From an optimization exercise on the open Yosys and OpenROAD flow, aimed at small area and few clock cycles; shortcuts taken in it are not production practice.
Only simulation tests tie the RTL to the original design; equivalence was not proved.
The clock port is modelled as an ideal driver; clocking choices that lean on that would not hold on a real chip.
Power figures rest on the tool's default switching activity, not on a simulated workload.

== P ==
==> module ft245_async_fifo, before the edit <==
module ft245_async_fifo #(
    parameter read_depth=3,
    parameter write_depth=3
    )
    (
    input [7:0] D_in,       
    output [7:0] D_out,     
    output D_oe,            
    input RXFn_sync,        
    input TXEn_sync,        
    output RDn,             
    output WRn,             
    input clk_50mhz,
    input rst,
    input rd_en,
    output reg [7:0] rd_data,
    output rd_empty,
    input wr_en,
    input [7:0] wr_data,
    output wr_full
    );
    reg rs1, rs2, ws1, ws2;
    wire rx_valid, rx_room;
    wire [7:0] rx_head;
    assign rd_empty = !rx_valid;
    wire rx_pop = rd_en && rx_valid;
    wire tx_valid, tx_room;
    assign wr_full = !tx_room;
    wire tx_push = wr_en && tx_room;
    wire rd_can = !rs1 && !rs2 && !RXFn_sync && rx_room;
    wire wr_can = !ws1 && !ws2 && !TXEn_sync && tx_valid;
    wire start_rd = rd_can && !ws1;
    wire start_wr = wr_can && !rs1 && !rd_can;
    assign RDn = !(start_rd || rs1);
    assign WRn = !(start_wr || ws1);
    assign D_oe = RDn;
    fifo #(.data_width(8), .stages(8)) read_fifo
        (.clk(clk_50mhz), .reset(rst),
         .push(rs1), .din(D_in),
         .pop(rx_pop), .dout(rx_head), .head_valid(rx_valid), .ready_top(rx_room));
    fifo #(.data_width(8), .stages(9)) write_fifo
        (.clk(clk_50mhz), .reset(rst),
         .push(tx_push), .din(wr_data),
         .pop(ws1), .dout(D_out), .head_valid(tx_valid), .ready_top(tx_room));
    always @(posedge clk_50mhz)
        if(rx_pop)
            rd_data <= rx_head;
    always @(posedge clk_50mhz)
    begin
        if(rst)
        begin
            rs1 <= 1'b0;
            rs2 <= 1'b0;
            ws1 <= 1'b0;
            ws2 <= 1'b0;
        end
        else
        begin
            rs1 <= start_rd;
            rs2 <= rs1;
            ws1 <= start_wr;
            ws2 <= ws1;
        end
    end
endmodule
export LEC_CHECK = 0
export CAP_MARGIN = 20
export CORE_MARGIN = 2
export CORE_UTILIZATION = 40
export CTS_BUF_LIST = sky130_fd_sc_hd__clkbuf_8
export PLACE_DENSITY = 0.6
export SLEW_MARGIN = 20
create_clock -name core_clock -period 20.0 [get_ports {clk}]
standard.sh (not shown) runs the stock make flow with config.mk's settings and CLKGATE_MAP_FILE= SYNTH_SCRIPT=/design/flow/synth_recipe.tcl, a recipe that flattens the netlist after the stock synthesis.
==> flow/flow/run.sh <==
#!/bin/bash
# The standard layout (the standard.sh, standard synthesis unchanged),
# with two placement/CTS changes:
#  - port buffers use the smallest buffer cell instead of clkdlybuf4s50_1;
#  - the clock tree is built by flow/manual_cts.tcl (PRE_CTS hook): a root
#    clkbuf_4 and 10 clkbuf_8 leaves over balanced register clusters.
# Full tool output goes to standard.log; ORFS's per-step logs stay under orfs/logs.
set -uo pipefail
export BUFFER_PORTS_ARGS="-buffer_cell sky130_fd_sc_hd__buf_1"
export RECOVER_POWER=100
export PRE_CTS_TCL="$PWD/flow/manual_cts.tcl"
export CTS_ARGS="-clk_nets clk -buf_list sky130_fd_sc_hd__clkbuf_8 -dont_use_dummy_load"
bash standard.sh > standard.log 2>&1
Other scripts of this flow, unchanged in this note and not shown: flow/flow/manual_cts.tcl
Testbench counts of P, summed over its fixed seeds: cycles 7,432.
Input changes introduced in Q (baseline for comparison: P):
-- flow/design.v --
<<< P, line 87
    (
    input [7:0] D_in,       
    output [7:0] D_out,     
    output D_oe,            
    input RXFn_sync,        
>>> Q, line 87
    (
    input [7:0] D_in,       
    output reg [7:0] D_out,  
    output D_oe,            
    input RXFn_sync,        
<<< P, line 108
    wire rx_pop = rd_en && rx_valid;
    wire tx_valid, tx_room;
    assign wr_full = !tx_room;
    wire tx_push = wr_en && tx_room;
    wire rd_can = !rs1 && !rs2 && !RXFn_sync && rx_room;
    wire wr_can = !ws1 && !ws2 && !TXEn_sync && tx_valid;
    wire start_rd = rd_can && !ws1;
    wire start_wr = wr_can && !rs1 && !rd_can;
>>> Q, line 108
    wire rx_pop = rd_en && rx_valid;
    wire tx_valid, tx_room;
    wire [7:0] tx_head;
    reg tx_ready;
    assign wr_full = !tx_room;
    wire tx_push = wr_en && tx_room;
    wire rd_can = !rs1 && !rs2 && !RXFn_sync && rx_room;
    wire wr_can = !ws1 && !ws2 && !TXEn_sync && tx_ready;
    wire start_rd = rd_can && !ws1;
    wire start_wr = wr_can && !rs1 && !rd_can;
<<< P, line 121
         .push(rs1), .din(D_in),
         .pop(rx_pop), .dout(rx_head), .head_valid(rx_valid), .ready_top(rx_room));
    fifo #(.data_width(8), .stages(9)) write_fifo
        (.clk(clk_50mhz), .reset(rst),
         .push(tx_push), .din(wr_data),
         .pop(ws1), .dout(D_out), .head_valid(tx_valid), .ready_top(tx_room));
    always @(posedge clk_50mhz)
        if(rx_pop)
>>> Q, line 123
         .push(rs1), .din(D_in),
         .pop(rx_pop), .dout(rx_head), .head_valid(rx_valid), .ready_top(rx_room));
    fifo #(.data_width(8), .stages(8)) write_fifo
        (.clk(clk_50mhz), .reset(rst),
         .push(tx_push), .din(wr_data),
         .pop(start_wr), .dout(tx_head), .head_valid(tx_valid), .ready_top(tx_room));
    always @(posedge clk_50mhz)
        D_out <= tx_head;
    always @(posedge clk_50mhz)
        if(rx_pop)
<<< P, line 136
            ws1 <= 1'b0;
            ws2 <= 1'b0;
        end
        else
>>> Q, line 140
            ws1 <= 1'b0;
            ws2 <= 1'b0;
            tx_ready <= 1'b0;
        end
        else
<<< P, line 143
            ws1 <= start_wr;
            ws2 <= ws1;
        end
    end
>>> Q, line 148
            ws1 <= start_wr;
            ws2 <= ws1;
            tx_ready <= tx_valid && !start_wr;
        end
    end
- Q did not stop at any stage, and its layout met the timing, design-rule and antenna checks.
- Relative to P, worst slack after detailed placement has gone down in Q.
- Going from P to Q, logic depth of the worst register-to-register path now sits higher; register fraction of the total cell area now sits lower; tightest slew margin relative to the limit now sits lower; final cell count now sits higher.
- As far as detailed-routing iteration count for the pre-antenna-repair pass goes, Q and P are indistinguishable; the numbers are identical.
- Row area taken by flip-flops and latches: Q lower / P higher
- Cell area delta (Q -> P): insignificant
Testbench counts of Q, summed over its fixed seeds: cycles 7,432.

---

The RTL this note starts from:
==> flow/design.v <==
module ft245_bridge (
    input clk,
    input rst,
    input [7:0] D_in,
    output [7:0] D_out,
    output D_oe,
    input RXFn,
    input TXEn,
    output RDn,
    output WRn,
    input rd_en,
    output [7:0] rd_data,
    output rd_empty,
    input wr_en,
    input [7:0] wr_data,
    output wr_full
    );
    reg [1:0] rxf_sync, txe_sync;
    always @(posedge clk)
        if(rst) begin
            rxf_sync <= 2'b11;
            txe_sync <= 2'b11;
        end else begin
            rxf_sync <= {rxf_sync[0], RXFn};
            txe_sync <= {txe_sync[0], TXEn};
        end
    ft245_async_fifo #(.read_depth(3), .write_depth(3)) bridge (
        .D_in(D_in), .D_out(D_out), .D_oe(D_oe),
        .RXFn_sync(rxf_sync[1]), .TXEn_sync(txe_sync[1]),
        .RDn(RDn), .WRn(WRn),
        .clk_50mhz(clk), .rst(rst),
        .rd_en(rd_en), .rd_data(rd_data), .rd_empty(rd_empty),
        .wr_en(wr_en), .wr_data(wr_data), .wr_full(wr_full));
endmodule

module fifo #(
    parameter data_width=8,
    parameter stages=9
    )
    (
    input clk,
    input reset,
    input push,                      
    input [data_width-1:0] din,
    input pop,                       
    output [data_width-1:0] dout,    
    output head_valid,               
    output ready_top                 
    );
    reg [data_width-1:0] data [0:stages-1];
    reg [stages-1:0] valid;
    wire [stages-1:0] ready;
    genvar i;
    generate
        for(i=0; i<stages; i=i+1)
        begin : st
            if(i == 0)
                assign ready[i] = !valid[i] || pop;
            else
                assign ready[i] = !valid[i] || ready[i-1];
            if(i == stages-1)
            begin
                always @(posedge clk)
                    if(reset) valid[i] <= 1'b0;
                    else if(ready[i]) valid[i] <= push;
                always @(posedge clk)
                    if(ready[i]) data[i] <= din;
            end
            else
            begin
                always @(posedge clk)
                    if(reset) valid[i] <= 1'b0;
                    else if(ready[i]) valid[i] <= valid[i+1];
                always @(posedge clk)
                    if(ready[i]) data[i] <= data[i+1];
            end
        end
    endgenerate
    assign dout = data[0];
    assign head_valid = valid[0];
    assign ready_top = ready[stages-1];
endmodule
module ft245_async_fifo #(
    parameter read_depth=3,
    parameter write_depth=3
    )
    (
    input [7:0] D_in,       
    output reg [7:0] D_out,  
    output D_oe,            
    input RXFn_sync,        
    input TXEn_sync,        
    output RDn,             
    output WRn,             
    input clk_50mhz,
    input rst,
    input rd_en,
    output reg [7:0] rd_data,
    output rd_empty,
    input wr_en,
    input [7:0] wr_data,
    output wr_full
    );
    reg rs1, rs2, ws1, ws2;
    wire rx_valid, rx_room;
    wire [7:0] rx_head;
    assign rd_empty = !rx_valid;
    wire rx_pop = rd_en && rx_valid;
    wire tx_valid, tx_room;
    wire [7:0] tx_head;
    reg tx_ready;
    assign wr_full = !tx_room;
    wire tx_push = wr_en && tx_room;
    wire rd_can = !rs1 && !rs2 && !RXFn_sync && rx_room;
    wire wr_can = !ws1 && !ws2 && !TXEn_sync && tx_ready;
    wire start_rd = rd_can && !ws1;
    wire start_wr = wr_can && !rs1 && !rd_can;
    assign RDn = !(start_rd || rs1);
    assign WRn = !(start_wr || ws1);
    assign D_oe = RDn;
    fifo #(.data_width(8), .stages(8)) read_fifo
        (.clk(clk_50mhz), .reset(rst),
         .push(rs1), .din(D_in),
         .pop(rx_pop), .dout(rx_head), .head_valid(rx_valid), .ready_top(rx_room));
    fifo #(.data_width(8), .stages(8)) write_fifo
        (.clk(clk_50mhz), .reset(rst),
         .push(tx_push), .din(wr_data),
         .pop(start_wr), .dout(tx_head), .head_valid(tx_valid), .ready_top(tx_room));
    always @(posedge clk_50mhz)
        D_out <= tx_head;
    always @(posedge clk_50mhz)
        if(rx_pop)
            rd_data <= rx_head;
    always @(posedge clk_50mhz)
    begin
        if(rst)
        begin
            rs1 <= 1'b0;
            rs2 <= 1'b0;
            ws1 <= 1'b0;
            ws2 <= 1'b0;
            tx_ready <= 1'b0;
        end
        else
        begin
            rs1 <= start_rd;
            rs2 <= rs1;
            ws1 <= start_wr;
            ws2 <= ws1;
            tx_ready <= tx_valid && !start_wr;
        end
    end
endmodule
Settings: LEC_CHECK=0, CAP_MARGIN=20, CORE_MARGIN=2, CORE_UTILIZATION=40, CTS_BUF_LIST=sky130_fd_sc_hd__clkbuf_8, PLACE_DENSITY=0.6, SLEW_MARGIN=20; clock period 20.0 ns.
==> flow/flow/run.sh <==
#!/bin/bash
# The standard layout (the standard.sh, standard synthesis unchanged),
# with two placement/CTS changes:
#  - port buffers use the smallest buffer cell instead of clkdlybuf4s50_1;
#  - the clock tree is built by flow/manual_cts.tcl (PRE_CTS hook): a root
#    clkbuf_4 and 10 clkbuf_8 leaves over balanced register clusters.
# Full tool output goes to standard.log; ORFS's per-step logs stay under orfs/logs.
set -uo pipefail
export BUFFER_PORTS_ARGS="-buffer_cell sky130_fd_sc_hd__buf_1"
export PRE_CTS_TCL="$PWD/flow/manual_cts.tcl"
export CTS_ARGS="-clk_nets clk -buf_list sky130_fd_sc_hd__clkbuf_8 -dont_use_dummy_load"
bash standard.sh > standard.log 2>&1
Other scripts of this flow, unchanged in this note and not shown: flow/flow/manual_cts.tcl
Testbench counts at the start, summed over its fixed seeds: cycles 7,432.
==> next run, changes <==
--- a/flow/design.v
+++ b/flow/design.v
@@ -83,13 +83,13 @@
 module ft245_async_fifo #(
     parameter read_depth=3,
     parameter write_depth=3
     )
     (
     input [7:0] D_in,       
-    output reg [7:0] D_out,  
+    output [7:0] D_out,     
     output D_oe,            
     input RXFn_sync,        
     input TXEn_sync,        
     output RDn,             
     output WRn,             
     input clk_50mhz,
@@ -104,50 +104,48 @@
     reg rs1, rs2, ws1, ws2;
     wire rx_valid, rx_room;
     wire [7:0] rx_head;
     assign rd_empty = !rx_valid;
     wire rx_pop = rd_en && rx_valid;
     wire tx_valid, tx_room;
-    wire [7:0] tx_head;
-    reg tx_ready;
     assign wr_full = !tx_room;
     wire tx_push = wr_en && tx_room;
+    reg pref_wr;
     wire rd_can = !rs1 && !rs2 && !RXFn_sync && rx_room;
-    wire wr_can = !ws1 && !ws2 && !TXEn_sync && tx_ready;
-    wire start_rd = rd_can && !ws1;
-    wire start_wr = wr_can && !rs1 && !rd_can;
+    wire wr_can = !ws1 && !ws2 && !TXEn_sync && tx_valid;
+    wire start_rd = rd_can && !ws1 && !(wr_can && pref_wr);
+    wire start_wr = wr_can && !rs1 && !(rd_can && !pref_wr);
     assign RDn = !(start_rd || rs1);
     assign WRn = !(start_wr || ws1);
     assign D_oe = RDn;
     fifo #(.data_width(8), .stages(8)) read_fifo
         (.clk(clk_50mhz), .reset(rst),
          .push(rs1), .din(D_in),
          .pop(rx_pop), .dout(rx_head), .head_valid(rx_valid), .ready_top(rx_room));
-    fifo #(.data_width(8), .stages(8)) write_fifo
+    fifo #(.data_width(8), .stages(9)) write_fifo
         (.clk(clk_50mhz), .reset(rst),
          .push(tx_push), .din(wr_data),
-         .pop(start_wr), .dout(tx_head), .head_valid(tx_valid), .ready_top(tx_room));
-    always @(posedge clk_50mhz)
-        D_out <= tx_head;
+         .pop(ws1), .dout(D_out), .head_valid(tx_valid), .ready_top(tx_room));
     always @(posedge clk_50mhz)
         if(rx_pop)
             rd_data <= rx_head;
     always @(posedge clk_50mhz)
     begin
         if(rst)
         begin
             rs1 <= 1'b0;
             rs2 <= 1'b0;
             ws1 <= 1'b0;
             ws2 <= 1'b0;
-            tx_ready <= 1'b0;
+            pref_wr <= 1'b0;
         end
         else
         begin
             rs1 <= start_rd;
             rs2 <= rs1;
             ws1 <= start_wr;
             ws2 <= ws1;
-            tx_ready <= tx_valid && !start_wr;
+            if(start_rd) pref_wr <= 1'b1;
+            else if(start_wr) pref_wr <= 1'b0;
         end
     end
 endmodule
Result:
- The changed run went through all stages and came out clean
- critical path depth drops by 1
- fmax is higher slightly
- synthesized cell count came out higher slightly
- setup slack gets better by 0.074 ns
- utilization is lower by 0.95 points
Testbench counts after the change, summed over its fixed seeds: cycles 7,398.

---

run 1:
RTL: the design.v shown in full above, as it stands there.
export LEC_CHECK = 0
export CAP_MARGIN = 20
export CORE_MARGIN = 2
export CORE_UTILIZATION = 70
export CTS_BUF_LIST = sky130_fd_sc_hd__clkbuf_8
export PLACE_DENSITY = 0.8
export SLEW_MARGIN = 20
create_clock -name core_clock -period 20.0 [get_ports {clk}]
==> flow/flow/run.sh <==
#!/bin/bash
# The standard layout (the standard.sh, standard synthesis unchanged),
# with these placement/CTS changes:
#  - port buffers use the smallest buffer cell instead of clkdlybuf4s50_1;
#  - the clock tree is built by flow/manual_cts.tcl (PRE_CTS hook): a root
#    clkbuf_4 and clkbuf_8 leaves over balanced register clusters;
#  - flow/post_cts.tcl (POST_CTS hook) swaps logic gates that synthesis
#    sized up for drive-1 cells, then repairs slew/capacitance.
# Full tool output goes to standard.log; ORFS's per-step logs stay under orfs/logs.
set -uo pipefail
export BUFFER_PORTS_ARGS="-buffer_cell sky130_fd_sc_hd__buf_1"
export PRE_CTS_TCL="$PWD/flow/manual_cts.tcl"
export POST_CTS_TCL="$PWD/flow/post_cts.tcl"
export CTS_ARGS="-clk_nets clk -buf_list sky130_fd_sc_hd__clkbuf_8 -dont_use_dummy_load"
bash standard.sh > standard.log 2>&1
Other scripts of this flow, unchanged in this note and not shown: flow/flow/manual_cts.tcl, flow/flow/post_cts.tcl
Testbench counts of run 1, summed over its fixed seeds: cycles 7,432.
Input-level comparison between run 2 and run 1:
--- a/flow/design.v
+++ b/flow/design.v
@@ -44,42 +44,41 @@
     input [data_width-1:0] din,
     input pop,                       
     output [data_width-1:0] dout,    
     output head_valid,               
-    output ready_top                 
+    output ready_top,                
+    output top_empty                 
     );
     reg [data_width-1:0] data [0:stages-1];
-    reg [stages-1:0] valid;
+    reg [stages-1:0] empty;
     wire [stages-1:0] ready;
+    wire [stages:0] empty_in = {!push, empty[stages-1:1]};
     genvar i;
     generate
         for(i=0; i<stages; i=i+1)
         begin : st
             if(i == 0)
-                assign ready[i] = !valid[i] || pop;
+                assign ready[i] = empty[i] || pop;
             else
-                assign ready[i] = !valid[i] || ready[i-1];
+                assign ready[i] = empty[i] || ready[i-1];
+            always @(posedge clk)
+                empty[i] <= reset || (ready[i] && empty_in[i]);
             if(i == stages-1)
             begin
-                always @(posedge clk)
-                    if(reset) valid[i] <= 1'b0;
-                    else if(ready[i]) valid[i] <= push;
                 always @(posedge clk)
                     if(ready[i]) data[i] <= din;
             end
             else
             begin
                 always @(posedge clk)
-                    if(reset) valid[i] <= 1'b0;
-                    else if(ready[i]) valid[i] <= valid[i+1];
-                always @(posedge clk)
                     if(ready[i]) data[i] <= data[i+1];
             end
         end
     endgenerate
     assign dout = data[0];
-    assign head_valid = valid[0];
+    assign head_valid = !empty[0];
     assign ready_top = ready[stages-1];
+    assign top_empty = empty[stages-1];
 endmodule
 module ft245_async_fifo #(
     parameter read_depth=3,
     parameter write_depth=3
@@ -100,33 +99,36 @@
     input wr_en,
     input [7:0] wr_data,
     output wr_full
     );
-    reg rs1, rs2, ws1, ws2;
-    wire rx_valid, rx_room;
+    reg rs1, ws1;
+    wire rx_valid, rx_room, rx_top_empty;
     wire [7:0] rx_head;
     assign rd_empty = !rx_valid;
     wire rx_pop = rd_en && rx_valid;
     wire tx_valid, tx_room;
     wire [7:0] tx_head;
     reg tx_ready;
     assign wr_full = !tx_room;
     wire tx_push = wr_en && tx_room;
-    wire rd_can = !rs1 && !rs2 && !RXFn_sync && rx_room;
-    wire wr_can = !ws1 && !ws2 && !TXEn_sync && tx_ready;
-    wire start_rd = rd_can && !ws1;
-    wire start_wr = wr_can && !rs1 && !rd_can;
+    reg pref_wr;
+    wire rd_can = !rs1 && rx_top_empty && !RXFn_sync;
+    wire wr_can = tx_ready && !TXEn_sync;
+    wire start_rd = rd_can && !ws1 && !(wr_can && pref_wr);
+    wire start_wr = wr_can && !rs1 && !(rd_can && !pref_wr);
     assign RDn = !(start_rd || rs1);
     assign WRn = !(start_wr || ws1);
     assign D_oe = RDn;
     fifo #(.data_width(8), .stages(8)) read_fifo
         (.clk(clk_50mhz), .reset(rst),
          .push(rs1), .din(D_in),
-         .pop(rx_pop), .dout(rx_head), .head_valid(rx_valid), .ready_top(rx_room));
+         .pop(rx_pop), .dout(rx_head), .head_valid(rx_valid),
+         .ready_top(rx_room), .top_empty(rx_top_empty));
     fifo #(.data_width(8), .stages(8)) write_fifo
         (.clk(clk_50mhz), .reset(rst),
          .push(tx_push), .din(wr_data),
-         .pop(start_wr), .dout(tx_head), .head_valid(tx_valid), .ready_top(tx_room));
+         .pop(start_wr), .dout(tx_head), .head_valid(tx_valid),
+         .ready_top(tx_room), .top_empty());
     always @(posedge clk_50mhz)
         D_out <= tx_head;
     always @(posedge clk_50mhz)
         if(rx_pop)
@@ -135,19 +137,18 @@
     begin
         if(rst)
         begin
             rs1 <= 1'b0;
-            rs2 <= 1'b0;
             ws1 <= 1'b0;
-            ws2 <= 1'b0;
             tx_ready <= 1'b0;
+            pref_wr <= 1'b0;
         end
         else
         begin
             rs1 <= start_rd;
-            rs2 <= rs1;
             ws1 <= start_wr;
-            ws2 <= ws1;
-            tx_ready <= tx_valid && !start_wr;
+            tx_ready <= tx_valid && !start_wr && !ws1;
+            if(start_rd) pref_wr <= 1'b1;
+            else if(start_wr) pref_wr <= 1'b0;
         end
     end
 endmodule
Results
- No run among run 2 and run 1 stopped early or left any final violation; all are clean.
- Going from run 1 to run 2, via count saw a decrease; logic depth of the worst path, buffers included lost 3; global-route wire length before repair -6.7%.
- Higher shortest period the worst path allows goes to run 1 over run 2.
- NOTE: met1 track demand over resource in run 2 falls short of that of run 1
- Changes observed in run 2 relative to run 1: placer's final routability congestion estimate went up, internal power summed over all cells -0.42%.
- Delta (run 2 minus run 1): area after synthesis -2.0%; via count of the first global-routing pass lost 3.0%.
Testbench counts of run 2, summed over its fixed seeds: cycles 7,398.

re-timing with driven ports:
Ports are ideal in the flow. The routed layouts listed here were re-timed in OpenROAD. Step 1 assumes that a clkbuf_16 drives the clock port and a buf_2 every other input. Step 2 adds t to the input delays and takes it off the output delays; t is the mean of the earliest and latest rising clock arrival at the registers after step 1. Input paths then give back, and output paths get back, about the clock's delay inside the block. Three values: ideal, step 1, step 2; two values: the first two.
run | shift t [ns] | slack for setup (ns) | clock arrival spread, ns | slew at the worst register clock pin (ns) | cell pins on the clock port's net
P | 0.530 | 10.849 / 10.824 / 10.824 | 0.015 / 0.015 | 0.10 / 0.10 | 1
Q | 0.544 | 10.772 / 10.737 / 10.737 | 0.013 / 0.013 | 0.10 / 0.10 | 1
the first run of note 2 | 0.544 | 10.777 / 10.742 / 10.742 | 0.014 / 0.014 | 0.10 / 0.10 | 1
the second run of note 2 | 0.531 | 10.851 / 10.817 / 10.817 | 0.012 / 0.012 | 0.10 / 0.10 | 1
run 1 | 0.516 | 10.858 / 10.835 / 10.835 | 0.016 / 0.016 | 0.11 / 0.11 | 1
run 2 | 0.502 | 13.917 / 13.889 / 14.039 | 0.020 / 0.021 | 0.11 / 0.11 | 1
After both steps every run listed still meets setup and hold.
